This is an optimization exercise on Yosys and OpenROAD, whose aim is small area, a short achievable clock period and few clock cycles per item, not a production implementation. In this exercise RTL edits were held to simulation tests only and were not proved equivalent to the original. No activity file was given, so power comes from the tool's default toggle rates.

`design/flow/config.mk`:
```
export PLATFORM = sky130hd
export DESIGN_NAME = insertion_sort
export DESIGN_NICKNAME = insertion_sort
export VERILOG_FILES = /design/flow/design.v
export SDC_FILE = /design/flow/constraint.sdc
export NUM_CORES = 4
export LEC_CHECK = 0
export CAP_MARGIN = 20
export CORE_MARGIN = 2
export CORE_UTILIZATION = 40
export SLEW_MARGIN = 20
```
`design/flow/constraint.sdc`:
```
create_clock -name core_clock -period 10.0 [get_ports {clk}]
set_input_delay 2.0000 -clock core_clock [delete_from_list [all_inputs] [get_ports {clk}]]
set_output_delay 2.0000 -clock core_clock [all_outputs]
set_load 0.01 [all_outputs]
```
`design/flow/design.v`:
```
module insertion_sort
  (
   clk,
   rst,
   src_tvalid,
   src_tready,
   src_tdata,
   src_tlast,
   dest_tvalid,
   dest_tready,
   dest_tdata,
   dest_tlast,
   tlast_err
   );
   parameter DATA_WIDTH = 8;
   parameter ADDR_WIDTH = 6;
   localparam N = 2**ADDR_WIDTH;
   input clk;
   input rst;
   input  src_tvalid;
   output src_tready;
   input  [DATA_WIDTH-1:0] src_tdata;
   input  src_tlast;
   output dest_tvalid;
   input  dest_tready;
   output [DATA_WIDTH-1:0] dest_tdata;
   output dest_tlast;
   output tlast_err;
   reg [DATA_WIDTH-1:0] data [0:N-1];   
   reg [N-1:0]          mark;           
   reg [ADDR_WIDTH:0]   n;              
   reg [ADDR_WIDTH:0]   nc;             
   reg [ADDR_WIDTH-1:0] pos;            
   reg                  full;           
   reg                  have;           
   reg [DATA_WIDTH-1:0] x;              
   reg                  xv;             
   reg                  xlast;          
   reg                  rdy;            
   reg                  rdy_max;        
   wire out = have && dest_tready && !rst;
   wire ins = xv && (!full || out);     
   assign src_tready = !rst && rdy;
   assign dest_tvalid = have && !rst;
   assign dest_tdata = data[0];
   assign dest_tlast = mark[0];
   wire acc = src_tvalid && src_tready;
   wire pos_max = &pos;
   assign tlast_err = src_tvalid && !src_tlast && !rst && rdy_max;
   wire done = ins && xlast;
   function lt8;
      input [DATA_WIDTH-1:0] a, b;
      integer j;
      begin
         lt8 = 1'b0;
         for (j = 0; j < DATA_WIDTH; j = j + 1)
           lt8 = (!a[j] && b[j]) || (!a[j] && lt8) || (b[j] && lt8);
      end
   endfunction
   function [N-1:0] therm;
      input [ADDR_WIDTH:0] v;
      reg [N-1:0] t;
      integer k, j;
      begin
         t = {N{1'b0}};
         t[0] = v[0];
         for (k = 1; k < ADDR_WIDTH; k = k + 1)
           for (j = 0; j < N/2; j = j + 1)
             if (j < (1 << k)) begin
                t[j+(1<<k)] = v[k] & t[j];
                t[j]        = v[k] | t[j];
             end
         therm = {N{v[ADDR_WIDTH]}} | t;
      end
   endfunction
   wire [N-1:0] Tn = therm(n);
   wire [N-1:0] Tc = therm(nc);
   reg [N+1:0] L;
   reg [N:0]   V;
   reg [N-1:0] s_dn, s_up, s_x, s_h;
   reg [DATA_WIDTH-1:0] d_dn, d_up, d_next [0:N-1];
   integer i;
   always @* begin
      L[0] = 1'b1;
      L[N+1] = 1'b0;
      for (i = 0; i < N; i = i + 1)
        L[i+1] = !ins || Tc[i] || (Tn[i] && lt8(data[i], x));
      for (i = 0; i < N; i = i + 1)
        V[i] = Tn[i];
      V[N] = 1'b0;
      for (i = 0; i < N; i = i + 1) begin
         s_dn[i] = out && L[i+2];
         s_up[i] = !out && !L[i];
         s_x[i]  = out ? (L[i+1] && !L[i+2]) : (L[i] && !L[i+1]);
         s_h[i]  = out ? !L[i+1] : L[i+1];
         d_dn = (i < N-1) ? data[(i+1)%N] : {DATA_WIDTH{1'b0}};
         d_up = (i > 0) ? data[(i+N-1)%N] : {DATA_WIDTH{1'b0}};
         d_next[i] = ({DATA_WIDTH{s_dn[i]}} & d_dn)
                   | ({DATA_WIDTH{s_up[i]}} & d_up)
                   | ({DATA_WIDTH{s_x[i]}}  & x)
                   | ({DATA_WIDTH{s_h[i]}}  & data[i]);
      end
   end
   wire [ADDR_WIDTH:0] n_next = n + ins - out;
   wire xv_next = acc || (xv && !ins);
   wire [ADDR_WIDTH-1:0] pos_next = !acc ? pos : (src_tlast || pos_max) ? 0 : pos + 1'b1;
   wire rdy_next = !(xv_next && n_next == N);
   always @(posedge clk) begin
      for (i = 0; i < N; i = i + 1)
        data[i] <= d_next[i];
      for (i = 0; i < N; i = i + 1) begin
         if (rst)
           mark[i] <= 1'b0;
         else if (done && (out ? (V[i] && !V[i+1]) : ((i == 0 || V[(i+N-1)%N]) && !V[i])))
           mark[i] <= 1'b1;
         else if (out)
           mark[i] <= (i < N-1) ? mark[(i+1)%N] : 1'b0;
      end
      if (acc) begin
         x <= src_tdata;
         xlast <= src_tlast || pos_max;
      end
      xv <= xv_next;
      rdy <= rdy_next;
      rdy_max <= rdy_next && (&pos_next);
      n <= n_next;
      full <= (n_next == N);
      if (done) begin
         nc <= n_next;
         have <= 1'b1;
      end else if (out) begin
         nc <= nc - 1'b1;
         have <= (nc != 1);
      end
      pos <= pos_next;
      if (rst) begin
         n <= 0;
         nc <= 0;
         pos <= 0;
         full <= 1'b0;
         have <= 1'b0;
         xv <= 1'b0;
         rdy <= 1'b1;
         rdy_max <= 1'b0;
      end
   end
endmodule
```
`design/flow/flow/run.sh`:
```
#!/bin/bash
# The standard layout (standard.sh and the ORFS flow) with these changes:
# - synthesis is the standard one (synth_recipe.tcl) except that ABC maps the
#   logic with flow/abc_area.script: one area-oriented mapping pass (delay
#   relaxed, after two rounds of &dc2 restructuring) and no buffering or gate sizing, which the layout's repair
#   steps do later where timing needs it;
# - timing repair aims at a larger setup margin than config.mk accepts, so
#   that repair works the design below the fixed clock period;
# - clock tree synthesis clusters at most 10 flip-flops within 40 um per
#   clkbuf_4 leaf buffer and inserts no dummy loads, which makes a smaller
#   tree than the default clkbuf_16 one while keeping clock-pin slew low.
# make's whole output goes to standard.log; ORFS keeps each step's log under
# orfs/logs.
set -euo pipefail
here=$PWD
export MY_ABC_SCRIPT=$here/flow/abc_area.script
export FLOW_REF_SYNTH=$here/synth_recipe.tcl
bash standard.sh SYNTH_SCRIPT=$here/flow/synth.tcl SETUP_SLACK_MARGIN=5.6 \
  "CTS_ARGS=-sink_clustering_enable -repair_clock_nets -dont_use_dummy_load -buf_list sky130_fd_sc_hd__clkbuf_4 -sink_clustering_size 10 -sink_clustering_max_diameter 40" \
  finish > standard.log 2>&1
```
`design/flow/flow/abc_area.script`:
```
&get -n
&st
&dc2
&dc2
&dch
&nf -R 1000 -p
&put
topo
```
`design/flow/flow/synth.tcl`:
```
# The standard synthesis (synth_recipe.tcl, sourced unchanged), except that
# ABC's technology mapping runs the script in $MY_ABC_SCRIPT in place of
# ORFS's abc_speed.script.  Only the combinational mapping changes: the
# registers, their names and cells come out as in the standard synthesis.
proc abc {args} {
  set i [lsearch -exact $args -script]
  if {$i >= 0 && [string match *abc_speed.script [lindex $args [expr {$i + 1}]]]} {
    lset args [expr {$i + 1}] $::env(MY_ABC_SCRIPT)
  }
  yosys abc {*}$args
}
source $::env(FLOW_REF_SYNTH)
```
`design/flow/standard.sh`:
```
#!/bin/bash
# synth_recipe.tcl (not shown) runs the flow's synth.tcl, then flattens the netlist and writes it again
# the make line also repeats each setting of config.mk as NAME=value (left out here)
make -C /OpenROAD-flow-scripts/flow DESIGN_CONFIG=/design/flow/config.mk WORK_HOME=/design/flow/orfs CLKGATE_MAP_FILE= SYNTH_SCRIPT=/design/flow/synth_recipe.tcl "${@:-finish}"
```
==> impl_metrics.py, run 1 <==
metrics = {
    "sta": {
        "min_period_ns": 4.668,
        "fin_tns_setup_ns": 0,
        "hold_viol": 0,
        "finClkSkew_ns": 0.1250,
        "maxSlewViolCount": 0,
        "tightest_slew_ns": 1.182,
        "rsz0062_at_grt": "true",
        "fin_ws_ns": 5.333,
        "fmax_mhz": 214.2,
        "hold_slack_ns": 0.4221,
        "setup_viol": 0,
        "slew_headroom_pct": 20.70,
        "finalCritPeriodShare_pct": 46.68,
    },
    "placed_design": {
        "hpwl_mm": 73.85,
        "port_buffers": 24,
        "dp_slack_ns": 3.348,
        "gp_congestion": 0.9430,
    },
    "global_route": {
        "grt_util_all_layers_pct": 26.72,
        "grt_start_max_net_pins": 106,
        "grt_overflow": 0,
        "antenna_found_initial": 2,
        "grt_pass1_vias": 29907,
        "grt_pass1_wl_mm": 172.6,
    },
    "logic_synthesis": {
        "yosysUniqueCellTypes": 49,
        "synth_edf_count": 9,
        "syn_avg_cell_area_um2": 9.413,
        "synth.yosys.seq_area_share_pct": 40.79,
        "yosysWarningCount": 3,
        "yosysTopAreaCell": "dfxtp_1",
        "synth_flop_cell": "dfxtp_1",
        "netlist_area_um2": 30160,
        "netlist.area_leader.share_pct": 39.90,
        "ys_ff_latch": 610,
        "synth_cells": 3204,
        "async_flop_share_pct": 0,
        "synthesis.nets": 3366,
        "synth_area_leaders": "dfxtp_1 40%, a222oi_1 16%, o21ai_0 9.7%",
    },
    "power": {
        "cellPowerDensity_nw_per_um2": 307.2,
        "combPwrFrac_pct": 35.6,
        "vdd_drop_max_mv": 0.1328,
        "p_int_mw": 5.844,
        "power.share.clock_pct": 13.5,
        "switching_share_pct": 43.25,
        "switchingPower_mw": 4.454,
        "seqPwrFrac_pct": 50.9,
        "total_leakage_power_nw": 11.34,
    },
    "die": {
        "io_pins": 25,
        "die-area_um2": 77610,
        "die_w_um": 278.6,
        "num_rows": 100,
        "core_area_um2": 74570,
        "start_util_pct": 40.44,
        "fp.dieH_um": 278.6,
    },
    "worst_setup_path": {
        "critPathBufInv": 2,
        "worstSetupPathType": "primary input to primary output",
        "endpoint_kind": "primary output",
        "start_kind": "primary input",
        "worst-path-stages": 3,
        "slowest_stage": "nor4bb_4",
        "crit_chain": "buf_16 -> nor4bb_4 -> buf_2",
        "crit_required_ns": 8.00,
        "cp_max_fo": 2,
        "critPathMaxStageDelay_ns": 0.36,
        "worst_path_dominant_cell_family": "simple AND/OR/NAND/NOR gates",
        "worstPathArrival_ns": 2.67,
        "r2r_cells": 10,
    },
    "cts": {
        "cts_root_buffer": "clkbuf_4",
        "h-tree-depth": 3,
        "cts_hold_buffers": 0,
        "numCtsBuffers": 109,
        "clock_latency_ns": 0.92,
        "cts.clk_slew.worst_paths_ns": 0.06,
        "cts_buffer_depth": 3,
        "cts.sinks": 610,
        "cts_tree": "done",
    },
    "finish": {
        "drive_gt1_share_pct": 7.147,
        "area_growth_pct": 11.14,
        "seq_area_um2": 12300,
        "multiInputGateArea_um2": 17900,
        "final_util_pct": 44.95,
        "n_fill_cell": 7295,
        "nets": 3564,
    },
    "worst_hold_path": {
        "whs_path_depth": 2,
        "min_path_type": "flop to flop",
    },
    "job": {
        "max_cap_violations": 0,
    },
    "drt": {
        "drt_wl_total_mm": 109.7,
        "drtPass1Iterations": 12,
        "ant_nets": 0,
        "vias_per_cell": 7.421,
        "drt_iter0_drc": 5946,
        "routedWlPerCell_um": 25.09,
        "vias": 32431,
        "post-route-drc-count": 0,
    },
    "status": {
        "status": "no timing/DRC/antenna violations",
    },
}
-- per-layer routing --
metal	up-vias	share of wire [%]	global-route usage (%)	wire length [µm]
met3	222	7.8	3.929	8573
met5	-	0.012	0	13
li1	14595	-	-	-
met1	15953	43	36.50	47540
met2	1659	46	42.65	49970
met4	2	3.2	10.05	3563
-- cell families (layout without fill, tap and decap cells) --
kind of cell	count (synthesis)	in the layout	synth area share [%]
xor+xnor	12	12	0.3485
flops	610	610	40.79
buf+inv	110	302	1.369
other cells	0	1	0
fa+ha+maj	149	149	6.207
simple gates	366	370	5.082
compound gates	1957	1957	46.20
-- layout by cell type (no fill, tap or decap), types with 6 or more instances in the layout --
| cell type | Yosys | final |
|---|---|---|
| nor2_1 | 115 | 110 |
| a222oi_1 | 496 | 496 |
| xnor2_1 | 6 | 6 |
| xor2_1 | 6 | 6 |
| a21oi_1 | 134 | 130 |
| ha_1 | 148 | 141 |
| o22ai_1 | 334 | 334 |
| a31oi_1 | 44 | 44 |
| o221ai_2 | 0 | 9 |
| nor3_1 | 16 | 15 |
| o211ai_1 | 9 | 9 |
| a221o_1 | 7 | 7 |
| dfxtp_1 | 601 | 601 |
| edfxtp_1 | 9 | 9 |
| clkdlybuf4s50_1 | 0 | 17 |
| a41oi_1 | 14 | 14 |
| o221a_1 | 15 | 15 |
| buf_6 | 0 | 6 |
| a221oi_1 | 65 | 65 |
| o311ai_4 | 0 | 6 |
| clkbuf_4 | 0 | 109 |
| a22oi_1 | 158 | 158 |
| buf_4 | 0 | 46 |
| nand2_1 | 170 | 166 |
| clkinv_1 | 110 | 99 |
| o21a_1 | 23 | 23 |
| nand3_1 | 30 | 25 |
| o21ai_0 | 582 | 576 |
| nand2_4 | 0 | 6 |
| o221ai_1 | 46 | 37 |
-- power groups by stage --
stage / registers, mW / clock network, mW / logic, mW
after floorplan: 4.68 / 0 / 2.76
after global placement: 5.21 / 0 / 3.47
after detailed placement: 5.22 / 0 / 3.57
after CTS: 5.18 / 1.42 / 3.60
after global routing: 5.41 / 1.52 / 4.08
final: 5.24 / 1.39 / 3.67
-- flip-flops by register name (all words and copies together), names as in the netlist --
register / flops
rdy_max: 1
pos: 6
xlast: 1
rdy: 1
full: 1
mark: 64
data: 512
n: 7
xv: 1
have: 1
nc: 7
x: 8
-- worst reg2reg max path, stage by stage (launching register included) --
cell and delay, ns:
dfxtp_1 0.76, clkinv_1 0.56, nor4_2 0.80, buf_4 0.24, nor2_1 0.04, nor2_1 0.20, o21ai_0 0.15, o221ai_2 0.36
ha_1 0.41, a222oi_1 0.37, o21ai_0 0.15
-- area by class of cell --
class                      instances  area share [%]
antenna                            1        0.007466
timing repair buffer              81           2.337
timing repair inverter             2         0.06719
inverter                         110           1.411
clock buffer                     109           2.441
multi-input combinational       2488           53.42
tap                              969           3.617
sequential                       610           36.70
-- path summary, 6_finish.rpt --
path | start | end | slack [ns]
min reg2reg | mark[28] | mark[27] | 0.42
max | rst | tlast_err | 5.33
min | mark[28] | mark[27] | 0.42
max reg2reg | n[3] | data[60][2] | 5.89
-- cell usage after synthesis, types with 15 or more instances --
master    number
a21oi_1      134
nor3_1        16
ha_1         148
a22oi_1      158
dfxtp_1      601
o221a_1       15
o21ai_0      582
a31oi_1       44
o22ai_1      334
a221oi_1      65
clkinv_1     110
o221ai_1      46
nand2_1      170
o21a_1        23
nand3_1       30
nor2_1       115
a222oi_1     496
-- per-stage QoR --
step | power, mW | cell area, µm² | instances
after floorplan | 7.436 | 30540 | 3204
after global placement | 8.686 | 32230 | 4226
after detailed placement | 8.787 | 32230 | 4226
after CTS | 10.19 | 33230 | 4346
after global routing | 11.01 | 33520 | 4370
final | 10.30 | 33520 | 4370
-- timing repair --
action	CTS	global route
setup buffers	7	20
resized for setup	49	29
endpoints found under the setup margin	539	261
pin swaps	4	3
cloned	4	3
Testbench counts, summed over its fixed seeds: cycles 10,876, items 10,357.
==> run 2: changes to the inputs <==
--- a/design/flow/flow/run.sh
+++ b/design/flow/flow/run.sh
@@ -17,3 +17,3 @@
 export FLOW_REF_SYNTH=$here/synth_recipe.tcl
-bash standard.sh SYNTH_SCRIPT=$here/flow/synth.tcl SETUP_SLACK_MARGIN=5.6 \
+bash standard.sh SYNTH_SCRIPT=$here/flow/synth.tcl SETUP_SLACK_MARGIN=5.3 \
   "CTS_ARGS=-sink_clustering_enable -repair_clock_nets -dont_use_dummy_load -buf_list sky130_fd_sc_hd__clkbuf_4 -sink_clustering_size 10 -sink_clustering_max_diameter 40" \
==> run 2 against run 1 <==
Compared with the run above:
- still clean on timing, DRC and antenna
- combinational power hardly changed
- register-to-register slack worse by 0.35 ns
- core utilization fell by 0.32 points
- sequential cell count is the same
- maximum frequency about the same
- sequential share of layout area grew 0.26 points
- synthesized cell count stayed put
- global-route usage up 0.71 points
- via count hardly changed
- first-iteration DRC count decreased by 8.0%
- critical endpoint unchanged
- largest power group unchanged
- highest routed layer is now met4
==> impl_metrics.py, run 2 <==
metrics = {
    "global_route": {
        "grt_pass1_wl_mm": 176.2,
        "antenna_found_initial": 2,
        "grt_pass1_vias": 30491,
        "grt_start_max_net_pins": 115,
        "grt_util_all_layers_pct": 27.43,
        "grt_overflow": 0,
    },
    "finish": {
        "final_cell_mix": "601 x dfxtp_1, 577 x o21ai_0, 496 x a222oi_1",
        "area_growth_pct": 10.35,
        "max_flop_register": "data",
        "drive_gt1_share_pct": 6.348,
        "fin_area_um2": 33280,
        "top_regs": "data (512), mark (64), x (8)",
        "largest_reg_flops": 512,
        "n_fill_cell": 7328,
        "nets": 3551,
        "final_common_cell": "dfxtp_1",
    },
    "worst_setup_path": {
        "start_kind": "primary input",
        "worstPathArrival_ns": 2.67,
        "worst_path_dominant_cell_family": "buffers and inverters",
        "endpoint_kind": "primary output",
        "crit_chain": "buf_8 -> buf_12 -> nor4bb_4 -> buf_2",
        "worstSetupPathType": "primary input to primary output",
        "critPathMaxStageDelay_ns": 0.26,
        "cp_max_fo": 8,
        "slowest_stage": "nor4bb_4",
        "crit_required_ns": 8.00,
        "critPathBufInv": 3,
    },
    "sta": {
        "rsz0062_at_grt": "true",
        "hold_slack_ns": 0.4138,
        "fin_tns_setup_ns": 0,
        "tightest_slew_ns": 1.227,
        "finClkSkew_ns": 0.1616,
        "setup_viol": 0,
        "fmax_mhz": 214.4,
        "min_period_ns": 4.665,
        "finalCritPeriodShare_pct": 46.65,
        "slew_headroom_pct": 17.32,
        "maxSlewViolCount": 0,
        "hold_viol": 0,
    },
    "placed_design": {
        "hpwl_mm": 75.48,
        "gp_congestion": 0.9400,
        "post_dp_cell_area_um2": 32150,
        "port_buffers": 24,
    },
    "logic_synthesis": {
        "synth_edf_count": 9,
        "yosysTopAreaCell": "dfxtp_1",
        "syn_avg_cell_area_um2": 9.413,
        "synthesis.nets": 3366,
        "netlist_area_um2": 30160,
        "async_flop_share_pct": 0,
        "synth_flop_cell": "dfxtp_1",
        "ys_top_cells_by_count": "601 x dfxtp_1, 582 x o21ai_0, 496 x a222oi_1",
        "yosysWarningCount": 3,
        "yosysUniqueCellTypes": 49,
        "netlist.area_leader.share_pct": 39.90,
        "post-synth-top-count-cell": "dfxtp_1",
        "synth_area_leaders": "dfxtp_1 40%, a222oi_1 16%, o21ai_0 9.7%",
        "ys_ff_latch": 610,
        "synth.yosys.seq_area_share_pct": 40.79,
        "synth_cells": 3204,
    },
    "power": {
        "switchingPower_mw": 4.473,
        "total_leakage_power_nw": 11.25,
        "power_mw": 10.31,
        "p_int_mw": 5.838,
        "switching_share_pct": 43.38,
        "seqPwrFrac_pct": 51.3,
        "combPwrFrac_pct": 35.3,
        "cellPowerDensity_nw_per_um2": 309.8,
        "vdd_drop_max_mv": 0.1506,
        "power.share.clock_pct": 13.4,
    },
    "drt": {
        "post-route-drc-count": 0,
        "ant_nets": 0,
        "routedWlPerCell_um": 25.29,
        "drt_iter0_drc": 5472,
        "drtPass1Iterations": 10,
        "drt_wl_total_mm": 110.3,
        "vias": 32430,
        "vias_per_cell": 7.435,
    },
    "die": {
        "io_pins": 25,
        "num_rows": 100,
        "die-area_um2": 77610,
        "die_w_um": 278.6,
        "start_util_pct": 40.44,
        "core_area_um2": 74570,
        "fp.dieH_um": 278.6,
    },
    "cts": {
        "numCtsBuffers": 110,
        "clock_latency_ns": 0.98,
        "cts.sinks": 610,
        "cts_root_buffer": "clkbuf_4",
        "cts_buffer_depth": 3,
        "h-tree-depth": 3,
        "cts_tree": "done",
        "cts.clk_slew.worst_paths_ns": 0.08,
    },
    "status": {
        "status": "no timing/DRC/antenna violations",
    },
    "job": {
        "max_cap_violations": 0,
    },
    "worst_hold_path": {
        "min_path_type": "flop to flop",
    },
}
## run 2: changes by cell type in the layout (fill, tap and decap cells not counted), sizes merged
cell          delta
bufinv           +1
dlymetal6s2s     +2
buf             -12
inv              -3
diode            +5
nand2            -1
## run 2: through the flow
| step | util [%] | cells | worst slack, ns |
|---|---|---|---|
| after floorplan | - | 3204 | 4.793 |
| after global placement | 43.11 | 4224 | 3.757 |
| after detailed placement | 43.12 | 4224 | 3.635 |
| after CTS | 44.38 | 4340 | 5.063 |
| after global routing | 44.63 | 4362 | 5.256 |
| final | 44.63 | 4362 | 5.335 |
## run 2: final cells by class
type                    instances  area, µm²  area share, %
multi-input cells            2487      17790          53.46
diodes                          6      15.01        0.04512
inverters                     110      485.5          1.459
well taps                     969       1212          3.643
repair buffers                 70      649.4          1.951
flip-flops and latches        610      12300          36.97
clock buffers                 110      825.8          2.481
## run 2: layer usage
| layer | vias up | share of wire [%] | GRT usage (%) |
|---|---|---|---|
| met4 | 0 | 2.7 | 9.167 |
| met1 | 15977 | 43 | 37.18 |
| li1 | 14586 | - | - |
| met5 | - | 0 | 0 |
| met3 | 217 | 8.1 | 4.617 |
| met2 | 1650 | 46 | 44.25 |
## run 2: power groups by stage
stage	clock [mW]	combinational, mW	sequential (mW)
after CTS	1.41	3.58	5.21
after detailed placement	0	3.56	5.26
after global routing	1.51	4.07	5.45
final	1.38	3.64	5.28
after floorplan	0	2.75	4.68
after global placement	0	3.46	5.25
## run 2: cell families after synthesis
logic type,after synthesis,synth area share [%]
compound gates,1957,46.20
flops,610,40.79
simple gates,366,5.082
xor+xnor,12,0.3485
fa+ha+maj,149,6.207
buf+inv,110,1.369
## run 2: path summary, 6_finish.rpt
check | startpoint | to | slack [ns] | cells past startpoint
hold reg to reg | mark[26] | mark[25] | 0.41 | 2
setup reg to reg | x[2] | data[26][1] | 5.54 | 11
setup / recovery | rst | tlast_err | 5.33 | 4
hold / removal | mark[26] | mark[25] | 0.41 | 2
## run 2: what timing repair did
item / 4_1_cts / 5_1_grt
hold buffers: 0 / 0
buffers inserted: 2 / 16
resized for setup: 31 / 16
cloned: 4 / 0
pin swaps: 2 / 1
endpoints found under the setup margin: 492 / 293
## run 2: worst register-to-register path: stages, from the launching register on
cell,delay (ns)
edfxtp_1,0.72
bufinv_8,0.56
buf_6,0.52
a22oi_1,0.24
a21oi_1,0.22
a221oi_1,0.06
o21ai_0,0.24
o221ai_1,0.25
a221o_1,0.47
ha_1,0.34
a222oi_1,0.39
o21ai_0,0.17
==> run 3: changes to the inputs <==
--- a/design/flow/flow/run.sh
+++ b/design/flow/flow/run.sh
@@ -3,4 +3,4 @@
 # - synthesis is the standard one (synth_recipe.tcl) except that ABC maps the
-#   logic with flow/abc_area.script: one area-oriented mapping pass (delay
-#   relaxed, after two rounds of &dc2 restructuring) and no buffering or gate sizing, which the layout's repair
+#   logic with flow/abc_area.script: two rounds of &dc2 restructuring, one
+#   mapping pass and no buffering or gate sizing, which the layout's repair
 #   steps do later where timing needs it;
@@ -17,3 +17,3 @@
 export FLOW_REF_SYNTH=$here/synth_recipe.tcl
-bash standard.sh SYNTH_SCRIPT=$here/flow/synth.tcl SETUP_SLACK_MARGIN=5.3 \
+bash standard.sh SYNTH_SCRIPT=$here/flow/synth.tcl SETUP_SLACK_MARGIN=5.6 \
   "CTS_ARGS=-sink_clustering_enable -repair_clock_nets -dont_use_dummy_load -buf_list sky130_fd_sc_hd__clkbuf_4 -sink_clustering_size 10 -sink_clustering_max_diameter 40" \
==> design/flow/flow/abc_area.script (replaced) <==
&get -n
&st
&dc2
&dc2
&dch
&nf -p
&put
topo
==> run 3 against run 2 <==
Compared with the run above:
- combinational power grew 1%
- worst setup slack got worse by 0.12 ns
- first-iteration DRC count rose by 6.1%
- critical path depth stayed put
- register-to-register slack better by 0.33 ns
- global-route usage fell by 0.84 points
- critical endpoint unchanged
==> impl_metrics.py, run 3 <==
metrics = {
    "logic_synthesis": {
        "syn_avg_cell_area_um2": 9.500,
        "yosysWarningCount": 3,
        "synth_edf_count": 9,
        "synth_area_leaders": "dfxtp_1 39%, a222oi_1 15%, o21ai_0 8.3%",
        "post-synth-top-count-cell": "dfxtp_1",
        "synthesis.nets": 3410,
        "synth.yosys.seq_area_share_pct": 39.87,
        "async_flop_share_pct": 0,
        "netlist.area_leader.share_pct": 38.99,
        "synth_flop_cell": "dfxtp_1",
        "ys_ff_latch": 610,
        "yosysTopAreaCell": "dfxtp_1",
        "synth_cells": 3248,
        "ys_top_cells_by_count": "601 x dfxtp_1, 509 x o21ai_0, 450 x a222oi_1",
        "yosysUniqueCellTypes": 54,
        "netlist_area_um2": 30860,
    },
    "die": {
        "core_area_um2": 76200,
        "die-area_um2": 79380,
        "num_rows": 101,
        "die_w_um": 281.7,
        "start_util_pct": 40.49,
        "fp.dieH_um": 281.7,
        "io_pins": 25,
    },
    "finish": {
        "n_fill_cell": 7595,
        "area_growth_pct": 11.10,
        "largest_reg_flops": 512,
        "nets": 3613,
        "max_flop_register": "data",
        "final_common_cell": "dfxtp_1",
        "multiInputGateArea_um2": 18440,
        "final_cell_mix": "599 x dfxtp_1, 503 x o21ai_0, 450 x a222oi_1",
        "seq_area_um2": 12300,
        "drive_gt1_share_pct": 6.872,
        "top_regs": "data (512), mark (64), x (8)",
    },
    "power": {
        "total_leakage_power_nw": 11.90,
        "vdd_drop_max_mv": 0.1573,
        "cellPowerDensity_nw_per_um2": 301.9,
    },
    "sta": {
        "hold_viol": 0,
        "finClkSkew_ns": 0.09582,
        "min_period_ns": 4.787,
        "slew_headroom_pct": 20.45,
        "fmax_mhz": 208.9,
        "maxSlewViolCount": 0,
        "fin_ws_ns": 5.213,
        "fin_tns_setup_ns": 0,
        "setup_viol": 0,
        "finalCritPeriodShare_pct": 47.87,
        "rsz0062_at_grt": "true",
        "tightest_slew_ns": 1.181,
    },
    "cts": {
        "h-tree-depth": 3,
        "cts.clk_slew.worst_paths_ns": 0.09,
        "cts.sinks": 610,
        "cts_hold_buffers": 0,
        "clock_latency_ns": 0.96,
        "cts_root_buffer": "clkbuf_4",
        "numCtsBuffers": 105,
        "cts_buffer_depth": 3,
        "cts_tree": "done",
    },
    "drt": {
        "drtPass1Iterations": 14,
        "ant_nets": 0,
        "drt_iter0_drc": 5806,
        "routedWlPerCell_um": 24.96,
        "vias_per_cell": 7.178,
        "vias": 32194,
        "post-route-drc-count": 0,
        "drt_wl_total_mm": 111.9,
    },
    "worst_setup_path": {
        "worstPathArrival_ns": 2.79,
        "crit_required_ns": 8.00,
        "r2r-start": "x[1]",
        "worstSetupPathType": "primary input to primary output",
        "start_kind": "primary input",
        "endpoint_kind": "primary output",
        "rr_endpoint": "data[58][7]",
        "r2r_cells": 11,
        "cp_max_fo": 3,
        "reg2reg_slack_ns": 5.87,
    },
    "placed_design": {
        "port_buffers": 24,
        "dp_slack_ns": 3.703,
        "gp_congestion": 0.9665,
        "hpwl_mm": 74.53,
    },
    "global_route": {
        "grt_util_all_layers_pct": 26.59,
        "antenna_found_initial": 3,
        "grt_pass1_wl_mm": 173.3,
        "grt_pass1_vias": 28700,
        "grt_start_max_net_pins": 117,
        "grt_overflow": 0,
    },
    "worst_hold_path": {
        "min_from": "mark[4]",
        "min_path_type": "flop to flop",
        "whs_path_depth": 2,
        "hold_path_end": "mark[3]",
    },
    "job": {
        "max_cap_violations": 0,
    },
    "status": {
        "status": "no timing/DRC/antenna violations",
    },
}
run 3: cell types whose count changed in the layout (fill, tap and decap cells not counted), moves of 21 or more:
cell	change
nand2_1	-121
a22o_1	+117
o21ai_0	-74
nor2b_1	+73
a221oi_1	-62
o21bai_1	+61
a222oi_1	-46
a221o_1	+42
nor2_1	+28
o22ai_1	+27
a21o_1	+23
a21oi_1	+23
a22oi_1	-21
run 3: cell families after synthesis:
logic type               after synthesis  synth area share, %
XOR/XNOR                              12               0.3406
flip-flops                           610                39.87
AND/OR/NAND/NOR                      341                5.320
adder cells (fa/ha/maj)              149                6.066
AO/OA/AOI/OAI                       2024                47.04
buffers and inverters                112                1.362
run 3: critical path, stage by stage:
cell and delay [ns]:
buf_8 0.10, buf_12 0.12, nor4bb_4 0.35, buf_4 0.20
run 3: routing by layer:
metal / share of wire [%] / vias to the layer above / track usage [%] / routed length, µm
met4: 2.7 / 2 / 7.638 / 3003
met2: 45 / 1382 / 41.20 / 49980
li1: - / 14690 / - / -
met5: 0.0071 / - / 0 / 8
met3: 7.6 / 227 / 4.035 / 8507
met1: 45 / 15893 / 38.11 / 50430
run 3: layout make-up:
| cell class | count | share of cell area [%] |
|---|---|---|
| inverter | 112 | 1.456 |
| timing repair buffer | 91 | 2.694 |
| clock buffer | 105 | 2.299 |
| tap | 1030 | 3.759 |
| multi-input combinational | 2529 | 53.79 |
| timing repair inverter | 2 | 0.06570 |
| antenna | 6 | 0.04380 |
| sequential | 610 | 35.89 |
run 3: per-stage QoR:
step / cells / hold WS [ns] / utilization [%] / power [mW] / area [µm²]
global route: 4485 / 0.5180 / 44.99 / 11.03 / 34280
detailed placement: 4335 / 0.4853 / 43.19 / 8.843 / 32920
floorplan: 3248 / 0.4680 / - / 7.506 / 31100
CTS: 4461 / 0.4581 / 44.64 / 10.23 / 34020
global placement: 4335 / 0.4779 / 43.19 / 8.802 / 32920
finish: 4485 / 0.4668 / 44.99 / 10.35 / 34280
run 3: worst max-delay path by stage:
stage | slack (ns) | endpoint | from
after floorplan | 4.77 | rdy_max | rst
after global placement | 3.74 | rdy_max | rst
after detailed placement | 3.70 | rdy_max | rst
after CTS | 5.19 | tlast_err | rst
after global routing | 5.19 | tlast_err | rst
final | 5.21 | tlast_err | rst
run 3: what timing repair did:
| action | in CTS | in global routing |
|---|---|---|
| gates cloned | 5 | 5 |
| pin swaps | 3 | 6 |
| buffers inserted | 16 | 13 |
| gates resized for setup | 47 | 22 |
| setup endpoints to repair | 531 | 251 |
run 3: power breakdown:
part           internal [mW]  switching, mW
clock                  0.476          0.907
sequential              3.59           1.68
combinational           1.86           1.83
total                   5.93           4.42
==> run 4: changes to the inputs <==
--- a/design/flow/design.v
+++ b/design/flow/design.v
@@ -35,5 +35,2 @@
    reg                  have;           
-   reg [DATA_WIDTH-1:0] x;              
-   reg                  xv;             
-   reg                  xlast;          
    reg                  rdy;            
@@ -41,3 +38,2 @@
    wire out = have && dest_tready && !rst;
-   wire ins = xv && (!full || out);     
    assign src_tready = !rst && rdy;
@@ -47,5 +43,7 @@
    wire acc = src_tvalid && src_tready;
+   wire ins = acc;
+   wire [DATA_WIDTH-1:0] x = src_tdata;
    wire pos_max = &pos;
    assign tlast_err = src_tvalid && !src_tlast && !rst && rdy_max;
-   wire done = ins && xlast;
+   wire done = acc && (src_tlast || pos_max);
    function lt8;
@@ -104,5 +102,4 @@
    wire [ADDR_WIDTH:0] n_next = n + ins - out;
-   wire xv_next = acc || (xv && !ins);
    wire [ADDR_WIDTH-1:0] pos_next = !acc ? pos : (src_tlast || pos_max) ? 0 : pos + 1'b1;
-   wire rdy_next = !(xv_next && n_next == N);
+   wire rdy_next = !(n_next == N);
    always @(posedge clk) begin
@@ -118,7 +115,2 @@
       end
-      if (acc) begin
-         x <= src_tdata;
-         xlast <= src_tlast || pos_max;
-      end
-      xv <= xv_next;
       rdy <= rdy_next;
@@ -141,3 +133,2 @@
          have <= 1'b0;
-         xv <= 1'b0;
          rdy <= 1'b1;
--- a/design/flow/flow/run.sh
+++ b/design/flow/flow/run.sh
@@ -3,4 +3,4 @@
 # - synthesis is the standard one (synth_recipe.tcl) except that ABC maps the
-#   logic with flow/abc_area.script: two rounds of &dc2 restructuring, one
-#   mapping pass and no buffering or gate sizing, which the layout's repair
+#   logic with flow/abc_area.script: one area-oriented mapping pass (delay
+#   relaxed, after two rounds of &dc2 restructuring) and no buffering or gate sizing, which the layout's repair
 #   steps do later where timing needs it;
==> design/flow/flow/abc_area.script (replaced) <==
&get -n
&st
&dc2
&dc2
&dch
&nf -R 1000 -p
&put
topo
==> run 4 against run 3 <==
Compared with the run above:
- still clean on timing, DRC and antenna
- sequential cell count down 11
- total power up 11%
- core utilization up 0.75 points
- sequential power up 0.8%
- worst hold slack worse by 0.0070 ns
- first-iteration DRC count up 18%
- clock skew down 0.010 ns
- clock power about the same
- sequential share of layout area down 0.50 points
- clock-buffer cell count up 6
- critical path type is now primary input to flop
- critical endpoint is now data[4][2]
- largest cell class unchanged
==> impl_metrics.py, run 4 <==
metrics = {
    "finish": {
        "multiInputGateArea_um2": 17950,
        "drive_gt1_share_pct": 8.932,
        "final_cell_mix": "599 x dfxtp_1, 546 x o21ai_0, 496 x a222oi_1",
        "area_growth_pct": 13.65,
        "top_regs": "data (512), mark (64)",
        "max_flop_register": "data",
        "n_fill_cell": 7186,
        "final_common_cell": "dfxtp_1",
        "fin_area_um2": 33880,
        "nets": 3590,
        "largest_reg_flops": 512,
        "seq_area_um2": 11990,
    },
    "worst_setup_path": {
        "worst_path_dominant_cell_family": "compound AO/OA/AOI/OAI gates",
        "critPathBufInv": 4,
        "crit_chain": "clkdlybuf4s50_1 -> buf_12 -> inv_16 -> a22oi_1 -> a21oi_1 -> a221oi_1 -> o21ai_1 -> o221ai_2 -> a2111oi_4 -> clkinv_1 -> ha_2 -> a222oi_1 -> o21ai_0",
        "start_kind": "primary input",
        "worstPathArrival_ns": 5.24,
        "crit_required_ns": 10.82,
        "worstSetupPathType": "primary input to flop",
        "reg2reg_slack_ns": 6.02,
        "endpoint_kind": "flop",
        "cp_max_fo": 23,
        "slowest_stage": "clkdlybuf4s50_1",
        "critPathMaxStageDelay_ns": 0.45,
    },
    "logic_synthesis": {
        "netlist.area_leader.share_pct": 40.23,
        "synth_cells": 3206,
        "netlist_area_um2": 29810,
        "synth_flop_cell": "dfxtp_1",
        "ys_ff_latch": 599,
        "synthesis.nets": 3368,
        "ys_top_cells_by_count": "599 x dfxtp_1, 571 x o21ai_0, 496 x a222oi_1",
        "synth_edf_count": 0,
        "yosysUniqueCellTypes": 48,
        "yosysTopAreaCell": "dfxtp_1",
        "syn_avg_cell_area_um2": 9.298,
        "synth_area_leaders": "dfxtp_1 40%, a222oi_1 17%, o21ai_0 9.6%",
        "yosysWarningCount": 3,
        "async_flop_share_pct": 0,
        "post-synth-top-count-cell": "dfxtp_1",
        "synth.yosys.seq_area_share_pct": 40.23,
    },
    "cts": {
        "clock_latency_ns": 0.96,
        "cts.sinks": 599,
        "cts_hold_buffers": 0,
        "cts_tree": "done",
        "numCtsBuffers": 111,
        "cts.clk_slew.worst_paths_ns": 0.10,
        "cts_buffer_depth": 3,
        "h-tree-depth": 3,
        "cts_root_buffer": "clkbuf_4",
    },
    "placed_design": {
        "post_dp_cell_area_um2": 31750,
        "port_buffers": 24,
        "hpwl_mm": 73.21,
        "dp_slack_ns": 3.438,
        "gp_congestion": 0.9072,
    },
    "power": {
        "combPwrFrac_pct": 41.8,
        "p_int_mw": 6.201,
        "power.share.clock_pct": 12.1,
        "seqPwrFrac_pct": 46.1,
        "cellPowerDensity_nw_per_um2": 340.4,
        "switchingPower_mw": 5.331,
        "total_leakage_power_nw": 11.59,
        "switching_share_pct": 46.23,
        "vdd_drop_max_mv": 0.09974,
    },
    "worst_hold_path": {
        "min_path_type": "flop to flop",
    },
    "global_route": {
        "grt_start_max_net_pins": 94,
        "antenna_found_initial": 4,
        "grt_overflow": 0,
        "grt_pass1_vias": 31186,
        "grt_pass1_wl_mm": 187.1,
        "grt_util_all_layers_pct": 30.05,
    },
    "job": {
        "max_cap_violations": 0,
    },
    "status": {
        "status": "no timing/DRC/antenna violations",
    },
    "die": {
        "core_area_um2": 74070,
        "io_pins": 25,
        "die-area_um2": 76720,
        "num_rows": 100,
        "fp.dieH_um": 277.0,
        "die_w_um": 277.0,
        "start_util_pct": 40.24,
    },
    "drt": {
        "drtPass1Iterations": 12,
        "ant_nets": 0,
        "drt_iter0_drc": 6861,
        "vias": 33755,
        "vias_per_cell": 7.672,
        "drt_wl_total_mm": 128.2,
        "routedWlPerCell_um": 29.14,
        "post-route-drc-count": 0,
    },
    "sta": {
        "fin_ws_ns": 5.575,
        "setup_viol": 0,
        "tightest_slew_ns": 0.9913,
        "slew_headroom_pct": 33.76,
        "fin_tns_setup_ns": 0,
        "finClkSkew_ns": 0.08586,
        "hold_viol": 0,
        "maxSlewViolCount": 0,
        "rsz0062_at_grt": "true",
        "fmax_mhz": 226.0,
        "min_period_ns": 4.425,
        "finalCritPeriodShare_pct": 44.25,
        "hold_slack_ns": 0.4597,
    },
}
==> run 4: cell types whose count changed after synthesis, sizes merged, moves of 26 or more <==
cell / delta
nand2: +135
a22o: -117
nor2b: -75
o221ai: +26
o22ai: -27
a221o: -41
a222oi: +46
a21oi: -29
o21bai: -63
a221oi: +62
o21ai: +62
==> run 4: area by class of cell <==
type,instances,share of cell area (%)
inverters,112,1.865
diodes,5,0.03693
clock buffers,111,2.460
repair buffers,86,2.615
repair inverters,20,1.075
well taps,969,3.579
flip-flops and latches,599,35.40
multi-input cells,2498,52.97
==> run 4: timing repair <==
action / CTS / global route
gates resized for setup: 93 / 118
pin swaps: 3 / 23
buffers inserted: 7 / 25
endpoints found under the setup margin: 531 / 490
cloned: 16 / 10
==> run 4: path summary, 6_finish.rpt <==
path	startpoint	end	depth (start not counted)
worst min-delay path	mark[5]	mark[4]	2
worst max-delay path	src_tdata[2]	data[4][2]	13
worst min register to register	mark[5]	mark[4]	2
worst max register to register	nc[1]	data[53][2]	10
==> run 4: kinds of logic after synthesis <==
logic type | share of synthesized area, %
compound gates | 46.14
flops | 40.23
simple gates | 5.524
fa+ha+maj | 6.279
buf+inv | 1.410
xor+xnor | 0.3820
mux | 0.03358
==> run 4: power groups by stage <==
stage | Combinational, mW | Sequential [mW] | Clock [mW]
final | 4.82 | 5.31 | 1.40
after global routing | 5.29 | 5.43 | 1.51
after CTS | 4.57 | 5.21 | 1.41
after detailed placement | 4.47 | 5.25 | 0
after global placement | 4.34 | 5.24 | 0
after floorplan | 3.37 | 4.66 | 0
==> run 4: stage by stage <==
stage	util [%]	power, mW	cells
2_1_floorplan	-	8.023	3206
3_3_place_gp	42.86	9.582	4226
3_5_place_dp	42.86	9.724	4226
4_1_cts	44.74	11.19	4360
5_1_grt	45.73	12.23	4399
6_report	45.74	11.53	4400
==> run 4: worst register-to-register path, delay by kind of cell (launching register included) <==
family          cells  cell delay [ns]
simple gates        1             0.09
compound gates      3             1.31
fa+ha+maj           3             1.21
flops               1             0.62
buf+inv             3             0.61
==> run 4: layer usage <==
| layer | part of all wire (%) | vias up | routed length (µm) | track usage, % |
|---|---|---|---|---|
| met5 | 0.010 | - | 13 | 0 |
| met4 | 4.6 | 2 | 5939 | 12.36 |
| met3 | 12 | 393 | 14770 | 6.302 |
| met2 | 44 | 2195 | 56620 | 47.73 |
| met1 | 40 | 16605 | 50890 | 39.65 |
| li1 | - | 14560 | - | - |
Testbench counts of run 4, summed over its fixed seeds: cycles 10,868, items 10,357.
==> run 5: changes to the inputs <==
--- a/design/flow/flow/run.sh
+++ b/design/flow/flow/run.sh
@@ -4,4 +4,5 @@
 #   logic with flow/abc_area.script: one area-oriented mapping pass (delay
-#   relaxed, after two rounds of &dc2 restructuring) and no buffering or gate sizing, which the layout's repair
-#   steps do later where timing needs it;
+#   relaxed, after two rounds of &dc2 restructuring), no buffering or gate
+#   sizing, which the layout's repair steps do later where timing needs it,
+#   and no 4-input NOR cells (see flow/synth.tcl);
 # - timing repair aims at a larger setup margin than config.mk accepts, so
==> design/flow/flow/synth.tcl (replaced) <==
# The standard synthesis (synth_recipe.tcl, sourced unchanged), except that
# ABC's technology mapping runs the script in $MY_ABC_SCRIPT in place of
# ORFS's abc_speed.script, and may not use the 4-input NOR cells (their four
# stacked p-transistors make them slow on the short port-to-port paths).
# Only the combinational mapping changes: the registers, their names and
# cells come out as in the standard synthesis.
proc abc {args} {
  set i [lsearch -exact $args -script]
  if {$i >= 0 && [string match *abc_speed.script [lindex $args [expr {$i + 1}]]]} {
    lset args [expr {$i + 1}] $::env(MY_ABC_SCRIPT)
    foreach c {nor4_1 nor4_2 nor4_4 nor4b_1 nor4b_2 nor4b_4 nor4bb_1 nor4bb_2 nor4bb_4} {
      lappend args -dont_use sky130_fd_sc_hd__$c
    }
  }
  yosys abc {*}$args
}
source $::env(FLOW_REF_SYNTH)
==> run 5 against run 4 <==
Compared with the run above:
- total power decreased by 2.4%
- clock power decreased by 3%
- global-route usage decreased by 0.84 points
- design area decreased by 2.9%
- non-clock buffer count decreased by 41
- routed wire length decreased by 6.1%
- maximum frequency decreased by 0.42%
- critical path depth decreased by 9
- worst hold slack improved by 0.013 ns
- clock skew increased by 0.015 ns
- core utilization decreased by 1.3 points
- still clean on timing, DRC and antenna
- register-to-register slack got worse by 0.10 ns
- critical path type is now primary input to primary output
==> impl_metrics.py, run 5 <==
metrics = {
    "power": {
        "combPwrFrac_pct": 41.0,
        "switchingPower_mw": 5.156,
        "seqPwrFrac_pct": 46.9,
        "total_leakage_power_nw": 11.18,
        "vdd_drop_max_mv": 0.1266,
        "p_int_mw": 6.098,
        "power.share.clock_pct": 12.1,
        "cellPowerDensity_nw_per_um2": 342.1,
        "switching_share_pct": 45.82,
    },
    "finish": {
        "max_flop_register": "data",
        "largest_reg_flops": 512,
        "area_growth_pct": 10.41,
        "fin_cells": 4331,
        "final_util_pct": 44.42,
        "final_common_cell": "dfxtp_1",
        "drive_gt1_share_pct": 6.042,
        "top_regs": "data (512), mark (64)",
        "final_cell_mix": "599 x dfxtp_1, 570 x o21ai_0, 497 x a222oi_1",
        "nets": 3524,
    },
    "logic_synthesis": {
        "synthXorXnorAreaFrac_pct": 0.4115,
        "synth_compound_area_share_pct": 46.38,
        "synth_cells": 3192,
        "syn_avg_cell_area_um2": 9.335,
        "synth_edf_count": 0,
        "synthesis.nets": 3354,
        "async_flop_share_pct": 0,
        "synth_area_leaders": "dfxtp_1 40%, a222oi_1 17%, o21ai_0 9.6%",
        "muxShareOfSynthArea_pct": 0.03359,
        "yosysTopAreaCell": "dfxtp_1",
        "post-synth-top-count-cell": "dfxtp_1",
        "netlist_area_um2": 29800,
        "synthAdderAreaFrac_pct": 6.282,
        "synth_flop_cell": "dfxtp_1",
        "synth.yosys.seq_area_share_pct": 40.25,
        "netlist.area_leader.share_pct": 40.25,
        "synth_top_family_by_area": "compound AO/OA/AOI/OAI gates",
        "yosysUniqueCellTypes": 44,
        "yosys.area_share.simple_pct": 5.199,
        "yosysWarningCount": 3,
        "ys_ff_latch": 599,
        "ys_top_cells_by_count": "599 x dfxtp_1, 574 x o21ai_0, 497 x a222oi_1",
    },
    "worst_setup_path": {
        "start_kind": "primary input",
        "endpoint_kind": "primary output",
        "cp_max_fo": 2,
        "worst_path_dominant_cell_family": "buffers and inverters",
        "crit_chain": "buf_12 -> nand2_8 -> nor3_2 -> buf_2",
        "critPathMaxStageDelay_ns": 0.15,
        "crit_required_ns": 8.00,
        "worstPathArrival_ns": 2.44,
        "worstSetupPathType": "primary input to primary output",
        "critPathBufInv": 2,
        "slowest_stage": "buf_2",
    },
    "cts": {
        "cts_tree": "done",
        "clock_latency_ns": 0.96,
        "h-tree-depth": 3,
        "cts.clk_slew.worst_paths_ns": 0.11,
        "numCtsBuffers": 105,
        "cts_hold_buffers": 0,
        "cts.sinks": 599,
        "cts_buffer_depth": 3,
        "cts_root_buffer": "clkbuf_4",
    },
    "drt": {
        "routedWlPerCell_um": 27.79,
        "drt_wl_total_mm": 120.3,
        "drt_iter0_drc": 6492,
        "vias_per_cell": 7.604,
        "drtPass1Iterations": 13,
        "post-route-drc-count": 0,
        "ant_nets": 0,
        "vias": 32932,
    },
    "job": {
        "max_cap_violations": 0,
    },
    "sta": {
        "min_period_ns": 4.443,
        "rsz0062_at_grt": "true",
        "fmax_mhz": 225.1,
        "maxSlewViolCount": 0,
        "fin_tns_setup_ns": 0,
        "tightest_slew_ns": 1.114,
        "setup_viol": 0,
        "finClkSkew_ns": 0.1006,
        "slew_headroom_pct": 25.74,
        "hold_viol": 0,
        "hold_slack_ns": 0.4722,
        "finalCritPeriodShare_pct": 44.43,
    },
    "global_route": {
        "grt_pass1_wl_mm": 182.8,
        "grt_util_all_layers_pct": 29.20,
        "antenna_found_initial": 7,
        "grt_start_max_net_pins": 187,
        "grt_pass1_vias": 30383,
        "grt_overflow": 0,
    },
    "die": {
        "core_area_um2": 74070,
        "die-area_um2": 76690,
        "start_util_pct": 40.23,
        "die_w_um": 276.9,
        "io_pins": 25,
        "fp.dieH_um": 276.9,
        "num_rows": 100,
    },
    "placed_design": {
        "post-place-cells": 4202,
        "hpwl_mm": 73.49,
        "port_buffers": 24,
        "gp_congestion": 0.9499,
    },
    "worst_hold_path": {
        "min_path_type": "flop to flop",
    },
    "status": {
        "status": "no timing/DRC/antenna violations",
    },
}
run 5: changes by cell type after synthesis, moves of 4 or more:
cell     before  now
o22a_1        2    7
a221o_1       8    4
nand2_1     185  173
nor2_1      136  123
nand3_1      34   29
nor3_1       12   17
nor4_1        5    0
run 5: area by class of cell:
type	count	area (µm²)
multi-input cells	2483	17650
repair inverters	13	192.7
clock buffers	105	788.3
diodes	2	5.005
well taps	969	1212
repair buffers	45	416.7
fillers	7244	41170
flip-flops and latches	599	11990
inverters	115	643.1
run 5: timing repair:
action                     4_1_cts  5_1_grt
gates cloned                    13        5
setup endpoints to repair      548      464
buffers inserted                 3        1
hold endpoints to repair         0        0
pin swaps                        2        1
resized for setup               96       30
run 5: worst paths after layout:
check | slack [ns] | startpoint | cells past startpoint | end
worst max-delay path | 5.56 | src_tvalid | 4 | tlast_err
worst min-delay path | 0.47 | mark[16] | 2 | mark[15]
worst max register to register | 5.92 | n[3] | 11 | data[59][0]
worst min register to register | 0.47 | mark[16] | 2 | mark[15]
run 5: cell families (layout without fill, tap and decap cells):
group / count (synthesis) / in the layout
mux: 1 / 1
xor+xnor: 14 / 14
flops: 599 / 599
simple gates: 373 / 378
fa+ha+maj: 149 / 149
buf+inv: 115 / 278
compound gates: 1941 / 1941
other cells: 0 / 2
run 5: metrics by stage:
stage / worst slack (ns) / power (mW) / instance area [µm²]
after floorplan: 5.028 / 8.031 / 30080
after CTS: 5.500 / 11.07 / 32760
after detailed placement: 3.305 / 9.663 / 31660
final: 5.557 / 11.25 / 32900
after global placement: 3.015 / 9.528 / 31660
after global routing: 5.527 / 12.01 / 32900
run 5: worst min-delay path: cells and delay by family, from the launching register on:
kind / cells / cell delay, ns
DFF: 1 / 0.31
AOI/OAI and AO/OA: 2 / 0.17
run 5: power groups by stage:
stage | Sequential (mW) | Combinational [mW] | Clock, mW
after floorplan | 4.66 | 3.37 | 0
after global placement | 5.23 | 4.30 | 0
after detailed placement | 5.23 | 4.43 | 0
after CTS | 5.20 | 4.49 | 1.38
after global routing | 5.43 | 5.10 | 1.48
final | 5.27 | 4.62 | 1.36
run 5: layer usage:
| metal | vias up | global-route usage, % | routed length [µm] | part of all wire [%] |
|---|---|---|---|---|
| li1 | 14432 | - | - | - |
| met1 | 16189 | 39.09 | 50030 | 42 |
| met2 | 1977 | 45.34 | 52780 | 44 |
| met3 | 326 | 6.091 | 12230 | 10 |
| met4 | 8 | 12.93 | 5251 | 4.4 |
| met5 | - | 0 | 58 | 0.048 |
==> run 6: changes to the inputs <==
--- a/design/flow/flow/run.sh
+++ b/design/flow/flow/run.sh
@@ -18,3 +18,3 @@
 export FLOW_REF_SYNTH=$here/synth_recipe.tcl
-bash standard.sh SYNTH_SCRIPT=$here/flow/synth.tcl SETUP_SLACK_MARGIN=5.6 \
+bash standard.sh SYNTH_SCRIPT=$here/flow/synth.tcl SETUP_SLACK_MARGIN=5.5 \
   "CTS_ARGS=-sink_clustering_enable -repair_clock_nets -dont_use_dummy_load -buf_list sky130_fd_sc_hd__clkbuf_4 -sink_clustering_size 10 -sink_clustering_max_diameter 40" \
==> run 6 against run 5 <==
Compared with the run above:
- still clean
- combinational power up 3%
- global-route usage up 1.0 points
- routed wire length up 5.9%
- first-iteration DRC count down 5.1%
==> impl_metrics.py, run 6 <==
metrics = {
    "finish": {
        "final_common_cell": "dfxtp_1",
        "largest_reg_flops": 512,
        "max_flop_register": "data",
        "final_cell_mix": "599 x dfxtp_1, 554 x o21ai_0, 497 x a222oi_1",
        "nets": 3557,
        "area_growth_pct": 12.78,
        "top_regs": "data (512), mark (64)",
        "drive_gt1_share_pct": 8.105,
    },
    "die": {
        "die-area_um2": 76690,
        "die_w_um": 276.9,
        "start_util_pct": 40.23,
        "core_area_um2": 74070,
        "io_pins": 25,
        "fp.dieH_um": 276.9,
        "num_rows": 100,
    },
    "logic_synthesis": {
        "ys_top_cells_by_count": "599 x dfxtp_1, 574 x o21ai_0, 497 x a222oi_1",
        "synth.yosys.seq_area_share_pct": 40.25,
        "synth_compound_area_share_pct": 46.38,
        "async_flop_share_pct": 0,
        "synth_area_leaders": "dfxtp_1 40%, a222oi_1 17%, o21ai_0 9.6%",
        "synth_top_family_by_area": "compound AO/OA/AOI/OAI gates",
        "synthAdderAreaFrac_pct": 6.282,
        "yosysWarningCount": 3,
        "syn_avg_cell_area_um2": 9.335,
        "synth_edf_count": 0,
        "netlist_area_um2": 29800,
        "post-synth-top-count-cell": "dfxtp_1",
        "synth_cells": 3192,
        "yosysUniqueCellTypes": 44,
        "ys_ff_latch": 599,
        "synthXorXnorAreaFrac_pct": 0.4115,
        "yosys.area_share.simple_pct": 5.199,
        "yosysTopAreaCell": "dfxtp_1",
        "netlist.area_leader.share_pct": 40.25,
        "synth_flop_cell": "dfxtp_1",
        "synthesis.nets": 3354,
        "muxShareOfSynthArea_pct": 0.03359,
    },
    "power": {
        "total_leakage_power_nw": 11.40,
        "vdd_drop_max_mv": 0.09501,
        "cellPowerDensity_nw_per_um2": 340.7,
        "power_mw": 11.45,
    },
    "worst_setup_path": {
        "reg2reg_slack_ns": 5.75,
        "r2r-start": "n[5]",
        "r2r_cells": 10,
        "worstSetupPathType": "primary input to primary output",
        "start_kind": "primary input",
        "endpoint_kind": "primary output",
        "cp_max_fo": 15,
        "crit_required_ns": 8.00,
        "worstPathArrival_ns": 2.48,
        "rr_endpoint": "data[14][7]",
    },
    "placed_design": {
        "hpwl_mm": 72.53,
        "dp_slack_ns": 3.351,
        "gp_congestion": 0.9244,
        "port_buffers": 24,
    },
    "sta": {
        "fmax_mhz": 223.4,
        "tightest_slew_ns": 1.295,
        "slew_headroom_pct": 13.65,
        "setup_viol": 0,
        "fin_tns_setup_ns": 0,
        "hold_viol": 0,
        "finClkSkew_ns": 0.08281,
        "min_period_ns": 4.477,
        "fin_ws_ns": 5.523,
        "hold_slack_ns": 0.4773,
        "maxSlewViolCount": 0,
        "finalCritPeriodShare_pct": 44.77,
        "rsz0062_at_grt": "true",
    },
    "cts": {
        "h-tree-depth": 3,
        "clock_latency_ns": 0.93,
        "cts.clk_slew.worst_paths_ns": 0.10,
        "numCtsBuffers": 105,
        "cts_tree": "done",
        "cts_hold_buffers": 0,
        "cts_buffer_depth": 3,
        "cts_root_buffer": "clkbuf_4",
        "cts.sinks": 599,
    },
    "worst_hold_path": {
        "hold_path_end": "mark[50]",
        "min_path_type": "flop to flop",
        "min_from": "mark[51]",
        "whs_path_depth": 2,
    },
    "status": {
        "status": "no timing/DRC/antenna violations",
    },
    "global_route": {
        "grt_pass1_vias": 30993,
        "grt_pass1_wl_mm": 187.4,
        "antenna_found_initial": 4,
        "grt_start_max_net_pins": 94,
        "grt_overflow": 0,
        "grt_util_all_layers_pct": 30.20,
    },
    "drt": {
        "drt_iter0_drc": 6158,
        "routedWlPerCell_um": 29.19,
        "drtPass1Iterations": 13,
        "post-route-drc-count": 0,
        "drt_wl_total_mm": 127.4,
        "ant_nets": 0,
        "vias": 33461,
        "vias_per_cell": 7.664,
    },
    "job": {
        "max_cap_violations": 0,
    },
}
run 6: worst max-delay path, cell delays in order:
cell and delay (ns):
buf_6 0.14, nor2b_4 0.17, clkbuf_2 0.15
run 6: report_power, final:
part           total [mW]  switching (mW)  internal (mW)
registers            5.31            1.74           3.58
clock network        1.37           0.890          0.476
logic                4.77            2.67           2.10
total                11.4            5.30           6.15
run 6: stage by stage:
stage               area (µm²)  cells  util (%)
finish                   33600   4366     45.37
global route             33600   4363     45.36
CTS                      32840   4327     44.33
detailed placement       31650   4204     42.72
global placement         31650   4204     42.72
floorplan                30050   3192         -
run 6: worst max path at each step:
stage            startpoint           to  cells after the start
4_1_cts                 rst  dest_tvalid                      3
5_1_grt        src_tdata[3]  data[33][1]                     14
6_report                rst  dest_tvalid                      3
3_3_place_gp            rst      rdy_max                     18
2_1_floorplan           rst          rdy                     19
3_5_place_dp            rst          rdy                     18
run 6: per-layer routing:
| metal | wire (µm) | global-route usage, % | vias up |
|---|---|---|---|
| met5 | 14 | 0 | - |
| met4 | 5574 | 15.37 | 2 |
| met3 | 13550 | 5.804 | 362 |
| met1 | 51550 | 39.93 | 16480 |
| li1 | - | - | 14517 |
| met2 | 56750 | 46.93 | 2100 |
run 6: cells by family (layout without fill, tap and decap cells):
kind of cell             count (synthesis)  after routing
flip-flops                             599            599
multiplexers                             1              1
AND/OR/NAND/NOR                        373            378
buffers and inverters                  115            311
XOR/XNOR                                14             14
other                                    0              4
adder cells (fa/ha/maj)                149            149
AO/OA/AOI/OAI                         1941           1941
run 6: area by class of cell:
cell class	instances	area [µm²]
multi-input cells	2483	17890
clock buffers	105	788.3
fillers	7117	40470
repair inverters	18	332.8
inverters	115	643.1
repair buffers	73	734.5
well taps	969	1212
diodes	4	10.01
flip-flops and latches	599	11990
run 6: what timing repair did:
action,CTS,global route
resized for setup,67,114
cloned,16,10
pin swaps,3,10
endpoints found under the setup margin,530,516
buffers inserted,2,25
==> run 7: changes to the inputs <==
--- a/design/flow/design.v
+++ b/design/flow/design.v
@@ -35,2 +35,5 @@
    reg                  have;           
+   reg [DATA_WIDTH-1:0] x;              
+   reg                  xv;             
+   reg                  xlast;          
    reg                  rdy;            
@@ -38,2 +41,3 @@
    wire out = have && dest_tready && !rst;
+   wire ins = xv && (!full || out);     
    assign src_tready = !rst && rdy;
@@ -43,7 +47,5 @@
    wire acc = src_tvalid && src_tready;
-   wire ins = acc;
-   wire [DATA_WIDTH-1:0] x = src_tdata;
    wire pos_max = &pos;
    assign tlast_err = src_tvalid && !src_tlast && !rst && rdy_max;
-   wire done = acc && (src_tlast || pos_max);
+   wire done = ins && xlast;
    function lt8;
@@ -102,4 +104,5 @@
    wire [ADDR_WIDTH:0] n_next = n + ins - out;
+   wire xv_next = acc || (xv && !ins);
    wire [ADDR_WIDTH-1:0] pos_next = !acc ? pos : (src_tlast || pos_max) ? 0 : pos + 1'b1;
-   wire rdy_next = !(n_next == N);
+   wire rdy_next = !(xv_next && n_next == N);
    always @(posedge clk) begin
@@ -115,2 +118,7 @@
       end
+      if (acc) begin
+         x <= src_tdata;
+         xlast <= src_tlast || pos_max;
+      end
+      xv <= xv_next;
       rdy <= rdy_next;
@@ -133,2 +141,3 @@
          have <= 1'b0;
+         xv <= 1'b0;
          rdy <= 1'b1;
--- a/design/flow/flow/run.sh
+++ b/design/flow/flow/run.sh
@@ -18,3 +18,3 @@
 export FLOW_REF_SYNTH=$here/synth_recipe.tcl
-bash standard.sh SYNTH_SCRIPT=$here/flow/synth.tcl SETUP_SLACK_MARGIN=5.5 \
+bash standard.sh SYNTH_SCRIPT=$here/flow/synth.tcl SETUP_SLACK_MARGIN=5.6 \
   "CTS_ARGS=-sink_clustering_enable -repair_clock_nets -dont_use_dummy_load -buf_list sky130_fd_sc_hd__clkbuf_4 -sink_clustering_size 10 -sink_clustering_max_diameter 40" \
==> run 7 against run 6 <==
Compared with the run above:
- cell count is 0.23% higher
- synthesized cell count grew 0.56%
- core utilization decreased by 0.39 points
- combinational power fell by 23%
- clock skew increased by 0.040 ns
- sequential share of layout area grew 0.99 points
- clock power is 4% lower
- sequential cell count rose by 11
- die area is 1.3% higher
- sequential power about the same
- global-route usage decreased by 2.9 points
==> impl_metrics.py, run 7 <==
metrics = {
    "status": {
        "status": "no timing/DRC/antenna violations",
    },
    "worst_setup_path": {
        "worstSetupPathType": "primary input to primary output",
        "worstPathArrival_ns": 2.61,
        "start_kind": "primary input",
        "cp_max_fo": 4,
        "crit_required_ns": 8.00,
        "endpoint_kind": "primary output",
    },
    "drt": {
        "vias_per_cell": 7.423,
        "drt_iter0_drc": 5771,
        "routedWlPerCell_um": 25.68,
        "drtPass1Iterations": 11,
        "drt_wl_total_mm": 112.4,
        "ant_nets": 0,
        "vias": 32482,
        "post-route-drc-count": 0,
    },
    "sta": {
        "hold_slack_ns": 0.4445,
        "finalCritPeriodShare_pct": 46.13,
        "min_period_ns": 4.613,
        "fmax_mhz": 216.8,
        "slew_headroom_pct": 30.67,
        "finClkSkew_ns": 0.1230,
        "hold_viol": 0,
        "fin_ws_ns": 5.387,
        "setup_viol": 0,
        "tightest_slew_ns": 1.029,
        "rsz0062_at_grt": "true",
        "maxSlewViolCount": 0,
        "fin_tns_setup_ns": 0,
    },
    "power": {
        "switching_share_pct": 43.60,
        "power.share.clock_pct": 12.8,
        "power_mw": 10.33,
        "total_leakage_power_nw": 11.38,
        "seqPwrFrac_pct": 51.4,
        "vdd_drop_max_mv": 0.1544,
        "combPwrFrac_pct": 35.8,
        "p_int_mw": 5.825,
        "switchingPower_mw": 4.504,
        "cellPowerDensity_nw_per_um2": 308.0,
    },
    "logic_synthesis": {
        "async_flop_share_pct": 0,
        "synth.yosys.seq_area_share_pct": 40.77,
        "yosysTopAreaCell": "dfxtp_1",
        "synth_flop_cell": "dfxtp_1",
        "netlist_area_um2": 30180,
        "ys_top_cells_by_count": "601 x dfxtp_1, 580 x o21ai_0, 496 x a222oi_1",
        "synth_edf_count": 9,
        "yosysUniqueCellTypes": 47,
        "ys_ff_latch": 610,
        "netlist.area_leader.share_pct": 39.87,
        "synth_area_leaders": "dfxtp_1 40%, a222oi_1 16%, o21ai_0 9.6%",
        "synthesis.nets": 3372,
        "synth_cells": 3210,
        "post-synth-top-count-cell": "dfxtp_1",
        "yosysWarningCount": 3,
        "syn_avg_cell_area_um2": 9.401,
    },
    "global_route": {
        "grtUsageMet1_pct": 37.25,
        "grt_start_max_net_pins": 126,
        "grt_overflow": 0,
        "grt_pass1_wl_mm": 174.8,
        "grt_pass1_vias": 29696,
        "grt_busiest_layer": "met2",
        "grt_util_met2_pct": 43.00,
        "antenna_found_initial": 2,
        "met3_usage_pct": 4.452,
        "grt_util_all_layers_pct": 27.30,
    },
    "cts": {
        "cts_buffer_depth": 3,
        "cts_tree": "done",
        "cts.clk_slew.worst_paths_ns": 0.10,
        "cts.sinks": 610,
        "numCtsBuffers": 101,
        "cts_hold_buffers": 0,
        "cts_root_buffer": "clkbuf_4",
        "h-tree-depth": 3,
        "clock_latency_ns": 0.95,
    },
    "finish": {
        "drive_gt1_share_pct": 7.019,
        "final_cell_mix": "601 x dfxtp_1, 578 x o21ai_0, 496 x a222oi_1",
        "top_regs": "data (512), mark (64), x (8)",
        "area_growth_pct": 11.15,
        "final_common_cell": "dfxtp_1",
        "n_fill_cell": 7246,
        "max_flop_register": "data",
        "nets": 3569,
        "largest_reg_flops": 512,
    },
    "die": {
        "core_area_um2": 74570,
        "die_w_um": 278.7,
        "io_pins": 25,
        "num_rows": 100,
        "fp.dieH_um": 278.7,
        "die-area_um2": 77650,
        "start_util_pct": 40.47,
    },
    "job": {
        "max_cap_violations": 0,
    },
    "placed_design": {
        "gp_congestion": 0.9357,
        "dp_slack_ns": 3.948,
        "port_buffers": 24,
        "hpwl_mm": 75.30,
    },
    "worst_hold_path": {
        "min_path_type": "flop to flop",
    },
}
## run 7: worst max-delay path, cell delays in order
cell and delay, ns:
buf_8 0.10, buf_12 0.12, nor2b_4 0.13, nand2_2 0.06
nor2_1 0.08, buf_2 0.13
## run 7: layer usage
metal,vias to the layer above,part of all wire [%]
li1,14615,-
met4,2,3.8
met2,1732,45
met3,216,8.7
met1,15917,43
met5,-,0.012
## run 7: power groups by stage
stage	clock network, mW	logic [mW]	registers (mW)
floorplan	0	2.76	4.68
global placement	0	3.48	5.26
detailed placement	0	3.59	5.28
CTS	1.35	3.61	5.23
global route	1.45	4.12	5.46
finish	1.32	3.69	5.31
## run 7: timing repair
action | CTS | global route
resized for setup | 38 | 23
setup buffers | 12 | 13
gates cloned | 5 | 2
endpoints found under the setup margin | 518 | 260
pin swaps | 5 | 5
## run 7: worst paths after layout
| path | from | endpoint | slack [ns] | depth (start not counted) |
|---|---|---|---|---|
| setup / recovery | rst | tlast_err | 5.39 | 6 |
| hold / removal | mark[54] | mark[53] | 0.44 | 2 |
| setup reg to reg | x[1] | data[57][1] | 5.74 | 12 |
| hold reg to reg | mark[54] | mark[53] | 0.44 | 2 |
## run 7: logic make-up after synthesis
kind of cell | synth area share (%)
DFF | 40.77
adders and majority gates | 6.203
buffers and inverters | 1.393
and+or+nand+nor | 5.058
AOI/OAI and AO/OA | 46.23
xor gates and xnor gates | 0.3483
## run 7: final cells by class
type,count,area (µm²),share of cell area (%)
Timing Repair inverter,2,22.52,0.06715
Antenna cell,2,5.005,0.01492
Tap cell,969,1212,3.615
Clock buffer,101,758.2,2.261
Sequential cell,610,12300,36.68
Multi-Input combinational cell,2492,17880,53.31
Timing Repair Buffer,88,862.1,2.570
Inverter,112,498.0,1.485
## run 7: metrics by stage
step | cell area [µm²] | instances | utilization [%]
detailed placement | 32300 | 4241 | 43.32
floorplan | 30530 | 3210 | -
CTS | 33300 | 4359 | 44.65
finish | 33540 | 4376 | 44.98
global placement | 32300 | 4241 | 43.32
global route | 33540 | 4376 | 44.98
Testbench counts of run 7, summed over its fixed seeds: cycles 10,876, items 10,357.

[what the ideal ports hide]
No port has a modelled driver above. Below, the same layouts with a new extraction and two added sets of constraints.
Step 1 sets driving cells, clkbuf_16 on the clock port and buf_2 on the other inputs (assumed; they add their load-dependent delay and slew).
Step 2 times the ports against the registers' clock, not the clock port: input delays grow and output delays shrink by t, the midpoint of the rising clock arrivals with the driver on.
Three values: ideal, step 1, step 2; two values: the first two.
| run | t, ns | slack for setup (ns) | hold WS [ns] |
|---|---|---|---|
| run 1 | 0.938 | 5.333 / 5.223 / 4.730 | 0.422 / 0.422 / 0.422 |
| run 2 | 0.972 | 5.335 / 5.295 / 4.544 | 0.414 / 0.414 / 0.414 |
| run 3 | 0.988 | 5.213 / 5.143 / 4.649 | 0.467 / 0.467 / 0.467 |
| run 4 | 0.981 | 5.575 / 5.539 / 4.630 | 0.460 / 0.460 / 0.460 |
| run 5 | 0.961 | 5.557 / 5.494 / 4.723 | 0.472 / 0.472 / 0.472 |
| run 6 | 0.952 | 5.523 / 5.486 / 4.644 | 0.477 / 0.477 / 0.477 |
| run 7 | 0.959 | 5.387 / 5.349 / 4.774 | 0.444 / 0.444 / 0.444 |
After both steps every run listed still meets setup and hold. For run 4, which loses most, drivers alone change the setup slack by -0.036 ns; drivers and shift together by -0.945 ns.
